What follows belongs to an exercise in optimizing a design on an open flow for small area, a short achievable clock period and few clock cycles; a production flow would make more cautious choices.
No activity file was given, so power comes from the tool's default toggle rates.

==> inputs of job 2009 <==
==> flow/design.v <==
module RISCV(clk,
            rst_n,
            mem_wen_D,
            mem_addr_D,
            mem_wdata_D,
            mem_rdata_D,
            mem_addr_I,
            mem_rdata_I
    );
    input             clk, rst_n ;
    output            mem_wen_D  ;
    output     [29:0] mem_addr_D ;
    output     [63:0] mem_wdata_D;
    input      [63:0] mem_rdata_D;
    output     [29:0] mem_addr_I ;
    input      [31:0] mem_rdata_I;
    integer k;
    reg        e_valid;
    reg [31:2] e_pc;
    reg [63:0] e_a;         
    reg [63:0] e_b;         
    reg [63:0] e_s;         
    reg [20:0] e_imm;       
    reg [4:0]  e_rd;
    reg        e_we;        
    reg        e_ld, e_sd, e_br, e_bne, e_jal, e_jalr;
    reg        e_add, e_sub, e_sll, e_slt, e_xor, e_srl, e_sra, e_or, e_and;
    reg [63:0] rf [1:31];
    wire [63:0] ld_data = {mem_rdata_D[7:0],   mem_rdata_D[15:8],  mem_rdata_D[23:16], mem_rdata_D[31:24],
                           mem_rdata_D[39:32], mem_rdata_D[47:40], mem_rdata_D[55:48], mem_rdata_D[63:56]};
    wire [31:0] imm32 = {{11{e_imm[20]}}, e_imm};
    wire [31:0] agu   = e_a[31:0] + imm32;            
    wire [31:0] btgt  = {e_pc, 2'b00} + imm32;        
    wire [32:2] pc4   = {1'b0, e_pc} + 31'd1;
    wire [63:0] sum   = e_a + (e_sub ? ~e_b : e_b) + {63'd0, e_sub};
    wire        lt    = $signed(e_a) < $signed(e_b);
    wire [5:0]  sh    = e_b[5:0];
    wire [63:0] sl    = e_a << sh;
    wire [63:0] sr    = $signed({e_sra & e_a[63], e_a}) >>> sh;
    reg  [63:0] alu;
    always @(*) begin
        alu = 64'd0;
        if (e_add | e_sub) alu = alu | sum;
        if (e_slt)         alu = alu | {63'd0, lt};
        if (e_xor)         alu = alu | (e_a ^ e_b);
        if (e_or)          alu = alu | (e_a | e_b);
        if (e_and)         alu = alu | (e_a & e_b);
        if (e_sll)         alu = alu | sl;
        if (e_srl | e_sra) alu = alu | sr;
        if (e_jal | e_jalr) alu = alu | {31'd0, pc4, 2'b00};
    end
    wire [63:0] wb = e_ld ? ld_data : alu;
    wire taken = e_jal | (e_br & ((e_a == e_s) ^ e_bne));
    wire [31:2] npc = !e_valid ? e_pc :
                      e_jalr   ? agu[31:2] :
                      taken    ? btgt[31:2] : pc4[31:2];
    assign mem_addr_I  = npc;
    assign mem_wen_D   = e_valid & e_sd;
    assign mem_addr_D  = agu[31:2];
    assign mem_wdata_D = {e_s[7:0],   e_s[15:8],  e_s[23:16], e_s[31:24],
                          e_s[39:32], e_s[47:40], e_s[55:48], e_s[63:56]};
    wire wr = e_valid & e_we;
    always @(posedge clk) begin
        for (k = 1; k < 32; k = k + 1)
            if (!rst_n || (wr && e_rd == k))
                rf[k] <= rst_n ? wb : 64'd0;
    end
    wire [31:0] ins = {mem_rdata_I[7:0], mem_rdata_I[15:8], mem_rdata_I[23:16], mem_rdata_I[31:24]};
    wire [4:0]  op  = ins[6:2];
    wire [2:0]  f3  = ins[14:12];
    wire [4:0]  rs1 = ins[19:15];
    wire [4:0]  rs2 = ins[24:20];
    wire [4:0]  rd  = ins[11:7];
    wire d_r    = op == 5'b01100;
    wire d_i    = op == 5'b00100;
    wire d_ld   = op == 5'b00000;
    wire d_sd   = op == 5'b01000;
    wire d_br   = op == 5'b11000;
    wire d_jal  = op == 5'b11011;
    wire d_jalr = op == 5'b11001;
    reg [63:0] r1, r2;
    always @(*) begin
        r1 = 64'd0;
        r2 = 64'd0;
        for (k = 1; k < 32; k = k + 1) begin
            if (rs1 == k) r1 = rf[k];
            if (rs2 == k) r2 = rf[k];
        end
        if (wr && e_rd == rs1) r1 = wb;
        if (wr && e_rd == rs2) r2 = wb;
    end
    wire [11:0] imm_i = ins[31:20];
    wire [11:0] imm_s = {ins[31:25], ins[11:7]};
    wire [12:0] imm_b = {ins[31], ins[7], ins[30:25], ins[11:8], 1'b0};
    wire [20:0] imm_j = {ins[31], ins[19:12], ins[20], ins[30:21], 1'b0};
    always @(posedge clk) begin
        if (!rst_n) begin
            e_valid <= 1'b0;
            e_pc    <= 30'd0;
        end else begin
            e_valid <= 1'b1;
            e_pc    <= npc;
        end
        e_a   <= r1;
        e_s   <= r2;
        e_b   <= d_i ? {{52{imm_i[11]}}, imm_i} : r2;
        e_imm <= d_sd ? {{9{imm_s[11]}}, imm_s} :
                 d_br ? {{8{imm_b[12]}}, imm_b} :
                 d_jal ? imm_j : {{9{imm_i[11]}}, imm_i};
        e_rd  <= rd;
        e_we  <= (d_r | d_i | d_ld | d_jal | d_jalr) & (rd != 5'd0);
        e_ld  <= d_ld;
        e_sd  <= d_sd;
        e_br  <= d_br;
        e_bne <= f3[0];
        e_jal <= d_jal;
        e_jalr <= d_jalr;
        e_add <= (d_r & f3 == 3'b000 & !ins[30]) | (d_i & f3 == 3'b000);
        e_sub <= d_r & f3 == 3'b000 & ins[30];
        e_sll <= (d_r | d_i) & f3 == 3'b001;
        e_slt <= (d_r | d_i) & f3 == 3'b010;
        e_xor <= (d_r | d_i) & f3 == 3'b100;
        e_srl <= (d_r | d_i) & f3 == 3'b101 & !ins[30];
        e_sra <= (d_r | d_i) & f3 == 3'b101 & ins[30];
        e_or  <= (d_r | d_i) & f3 == 3'b110;
        e_and <= (d_r | d_i) & f3 == 3'b111;
    end
endmodule
==> flow/run.sh <==
#!/bin/bash
# synth_recipe.tcl (not shown) runs the flow's synth.tcl, then flattens the netlist and writes it again
# the make line also repeats each setting of config.mk as NAME=value (left out here)
make -C /OpenROAD-flow-scripts/flow DESIGN_CONFIG=/design/flow/config.mk WORK_HOME=/design/flow/orfs CLKGATE_MAP_FILE= SYNTH_SCRIPT=/design/flow/synth_recipe.tcl finish
==> flow/config.mk <==
export PLATFORM = sky130hd
export DESIGN_NAME = RISCV
export DESIGN_NICKNAME = RISCV
export VERILOG_FILES = /design/flow/design.v
export SDC_FILE = /design/flow/constraint.sdc
export NUM_CORES = 8
export LEC_CHECK = 0
export CAP_MARGIN = 35
export CORE_MARGIN = 2
export CORE_UTILIZATION = 40
export SETUP_SLACK_MARGIN = 0.5
export SLEW_MARGIN = 35
==> flow/constraint.sdc <==
create_clock -name core_clock -period 17.0 [get_ports {clk}]
set_input_delay 3.4000 -clock core_clock [delete_from_list [all_inputs] [get_ports {clk}]]
set_output_delay 3.4000 -clock core_clock [all_outputs]
set_load 0.01 [all_outputs]
==> job 478: changes against job 2009 <==
==> flow/design.v, changed modules only <==
module RISCV(clk,
            rst_n,
            mem_wen_D,
            mem_addr_D,
            mem_wdata_D,
            mem_rdata_D,
            mem_addr_I,
            mem_rdata_I
    );
    input             clk, rst_n ;
    output            mem_wen_D  ;
    output     [29:0] mem_addr_D ;
    output     [63:0] mem_wdata_D;
    input      [63:0] mem_rdata_D;
    output     [29:0] mem_addr_I ;
    input      [31:0] mem_rdata_I;
    integer k;
    reg        e_valid;
    reg [31:2] e_pc;
    reg [63:0] e_a;         
    reg [63:0] e_b;         
    reg [20:0] e_imm;       
    reg [4:0]  e_rd;
    reg        e_we;        
    reg        e_ld, e_sd, e_br, e_bne, e_jal, e_jalr;
    reg        e_add, e_sub, e_sll, e_slt, e_xor, e_srl, e_sra, e_or, e_and;
    reg [63:0] rf [1:31];
    wire [63:0] ld_data = {mem_rdata_D[7:0],   mem_rdata_D[15:8],  mem_rdata_D[23:16], mem_rdata_D[31:24],
                           mem_rdata_D[39:32], mem_rdata_D[47:40], mem_rdata_D[55:48], mem_rdata_D[63:56]};
    wire [31:0] imm32 = {{11{e_imm[20]}}, e_imm};
    wire [31:0] agu   = e_a[31:0] + imm32;            
    wire [31:0] btgt  = {e_pc, 2'b00} + imm32;        
    wire [32:2] pc4   = {1'b0, e_pc} + 31'd1;
    wire [63:0] sum   = e_a + (e_sub ? ~e_b : e_b) + {63'd0, e_sub};
    wire        lt    = (e_a[63] ^ e_b[63]) ? e_a[63] : sum[63];
    wire [5:0]  sh    = e_b[5:0];
    reg  [63:0] a_rev, sl;
    always @(*) for (k = 0; k < 64; k = k + 1) a_rev[k] = e_a[63-k];
    wire [63:0] sin   = e_sll ? a_rev : e_a;
    wire [63:0] sr    = $signed({e_sra & e_a[63], sin}) >>> sh;
    always @(*) for (k = 0; k < 64; k = k + 1) sl[k] = sr[63-k];
    reg  [63:0] alu;
    always @(*) begin
        alu = 64'd0;
        if (e_add | (e_sub & !e_slt)) alu = alu | sum;
        if (e_slt)         alu = alu | {63'd0, lt};
        if (e_xor)         alu = alu | (e_a ^ e_b);
        if (e_or)          alu = alu | (e_a | e_b);
        if (e_and)         alu = alu | (e_a & e_b);
        if (e_sll)         alu = alu | sl;
        if (e_srl | e_sra) alu = alu | sr;
        if (e_jal | e_jalr) alu = alu | {31'd0, pc4, 2'b00};
    end
    wire [63:0] wb = e_ld ? ld_data : alu;
    wire taken = e_jal | (e_br & ((e_a == e_b) ^ e_bne));
    wire [31:2] npc = !e_valid ? e_pc :
                      e_jalr   ? agu[31:2] :
                      taken    ? btgt[31:2] : pc4[31:2];
    assign mem_addr_I  = npc;
    assign mem_wen_D   = e_valid & e_sd;
    assign mem_addr_D  = agu[31:2];
    assign mem_wdata_D = {e_b[7:0],   e_b[15:8],  e_b[23:16], e_b[31:24],
                          e_b[39:32], e_b[47:40], e_b[55:48], e_b[63:56]};
    wire wr = e_valid & e_we;
    always @(posedge clk) begin
        for (k = 1; k < 32; k = k + 1)
            if (!rst_n || (wr && e_rd == k))
                rf[k] <= rst_n ? wb : 64'd0;
    end
    wire [31:0] ins = {mem_rdata_I[7:0], mem_rdata_I[15:8], mem_rdata_I[23:16], mem_rdata_I[31:24]};
    wire [4:0]  op  = ins[6:2];
    wire [2:0]  f3  = ins[14:12];
    wire [4:0]  rs1 = ins[19:15];
    wire [4:0]  rs2 = ins[24:20];
    wire [4:0]  rd  = ins[11:7];
    wire d_r    = op == 5'b01100;
    wire d_i    = op == 5'b00100;
    wire d_ld   = op == 5'b00000;
    wire d_sd   = op == 5'b01000;
    wire d_br   = op == 5'b11000;
    wire d_jal  = op == 5'b11011;
    wire d_jalr = op == 5'b11001;
    reg [63:0] r1, r2;
    always @(*) begin
        r1 = 64'd0;
        r2 = 64'd0;
        for (k = 1; k < 32; k = k + 1) begin
            r1 = r1 | (rf[k] & {64{rs1 == k}});
            r2 = r2 | (rf[k] & {64{rs2 == k}});
        end
        if (wr && e_rd == rs1) r1 = wb;
        if (wr && e_rd == rs2) r2 = wb;
    end
    wire [11:0] imm_i = ins[31:20];
    wire [11:0] imm_s = {ins[31:25], ins[11:7]};
    wire [12:0] imm_b = {ins[31], ins[7], ins[30:25], ins[11:8], 1'b0};
    wire [20:0] imm_j = {ins[31], ins[19:12], ins[20], ins[30:21], 1'b0};
    always @(posedge clk) begin
        if (!rst_n) begin
            e_valid <= 1'b0;
            e_pc    <= 30'd0;
        end else begin
            e_valid <= 1'b1;
            e_pc    <= npc;
        end
        e_a   <= r1;
        e_b   <= d_i ? {{52{imm_i[11]}}, imm_i} : r2;
        e_imm <= d_sd ? {{9{imm_s[11]}}, imm_s} :
                 d_br ? {{8{imm_b[12]}}, imm_b} :
                 d_jal ? imm_j : {{9{imm_i[11]}}, imm_i};
        e_rd  <= rd;
        e_we  <= (d_r | d_i | d_ld | d_jal | d_jalr) & (rd != 5'd0);
        e_ld  <= d_ld;
        e_sd  <= d_sd;
        e_br  <= d_br;
        e_bne <= f3[0];
        e_jal <= d_jal;
        e_jalr <= d_jalr;
        e_add <= (d_r & f3 == 3'b000 & !ins[30]) | (d_i & f3 == 3'b000);
        e_sub <= (d_r & f3 == 3'b000 & ins[30]) | ((d_r | d_i) & f3 == 3'b010);
        e_sll <= (d_r | d_i) & f3 == 3'b001;
        e_slt <= (d_r | d_i) & f3 == 3'b010;
        e_xor <= (d_r | d_i) & f3 == 3'b100;
        e_srl <= (d_r | d_i) & f3 == 3'b101 & !ins[30];
        e_sra <= (d_r | d_i) & f3 == 3'b101 & ins[30];
        e_or  <= (d_r | d_i) & f3 == 3'b110;
        e_and <= (d_r | d_i) & f3 == 3'b111;
    end
endmodule
==> flow/flow/run.sh (new file) <==
#!/bin/bash
set -euo pipefail
MARGIN=11
sed -E "s/SETUP_SLACK_MARGIN=[^ ]+/SETUP_SLACK_MARGIN=$MARGIN/" standard.sh > standard_margin.sh
grep -q "SETUP_SLACK_MARGIN=$MARGIN" standard_margin.sh
bash standard_margin.sh > make_flow.log 2>&1
==> flow/standard.sh (new file) <==
#!/bin/bash
# synth_recipe.tcl (not shown) runs the flow's synth.tcl, then flattens the netlist and writes it again
# the make line also repeats each setting of config.mk as NAME=value (left out here)
make -C /OpenROAD-flow-scripts/flow DESIGN_CONFIG=/design/flow/config.mk WORK_HOME=/design/flow/orfs CLKGATE_MAP_FILE= SYNTH_SCRIPT=/design/flow/synth_recipe.tcl "${@:-finish}"
- SETUP_SLACK_MARGIN: 0.5 -> 5
removed: flow/run.sh
==> comparison <==
In job 2009 the area after synthesis is larger than in job 478, by 11%. Against job 2009, the setup slack of job 478 is higher by 1.7 ns. Between job 478 and job 2009, the lower clock-buffer cell count is in job 478 (gap 50). Between job 478 and job 2009, the lower clock skew is in job 478 (gap 0.022 ns). Of job 478 and job 2009, job 478 has the higher maximum frequency (gap 21%, measured against job 2009). In job 2009 the critical path depth is lower than in job 478, by 41. Global-route usage: job 478 is higher than job 2009 (4.2 points). Against job 2009, the via count of job 478 is lower by 4.7%. In job 2009 the power is higher than in job 478, by 7.9%. Against job 2009, the non-clock buffer count of job 478 is higher by 102.
==> figures <==
	job 478	job 2009
Number of buffers inserted during clock tree synthesis	222	247
Share of synthesized cell area in full adder, half adder and majority cells	0.0295	0.0334
Total power	14.8 mW	16.0 mW
Final clock skew	0.113 ns	0.135 ns
Number of flip-flops and latches	2,185	2,249
Width of the die	522 um	550 um
Met3 global-route usage	0.210	0.117
Area share of and/or/nand/nor cells after synthesis	0.0781	0.0935
Rel. slew slack	0.146	0.223
Initial DRC count	24.5k	21.8k
Number of search-and-repair iterations in the first detailed-routing pass	22	13
Number of stages on the worst setup path	53	12
Worst-Skew Late Latency	0.96 ns	0.98 ns
Xor-xnor portion of the synthesized cell area	0.0151	0.0178
Multi-input combinational gate total	5,441	7,224
Post-Route Utilization	0.483	0.458
Required time at the endpoint of the critical path	17.83 ns	13.60 ns
Final critical-path share of the clock period	0.478	0.577
Proportion of cell area occupied by multi-input gates	0.339	0.377
Status	timing/DRC/antenna clean	timing/DRC/antenna clean
Clock network power share	0.350	0.339
No functional check of the RTL was part of any run of this note.

[afterwards: timing with drivers on the ports]
The flow's constraints put no driver on any port. The routed layouts listed below were extracted and timed again, unchanged, in two steps.
Step 1 sets driving cells, clkbuf_16 on the clock port and buf_2 on the other inputs (assumed; they add their load-dependent delay and slew).
Step 2 times the ports against the registers' clock, not the clock port: input delays grow and output delays shrink by t, the midpoint of the rising clock arrivals with the driver on.
Three values: ideal, step 1, step 2; two values: the first two.
run | t, ns | setup slack, ns | worst setup path at the end
job 2009 | 1.008 | 7.186 / 7.091 / 7.737 | input to register
job 478 | 1.012 | 8.869 / 8.807 / 8.869 | register to register
After both steps every run listed still meets setup and hold.
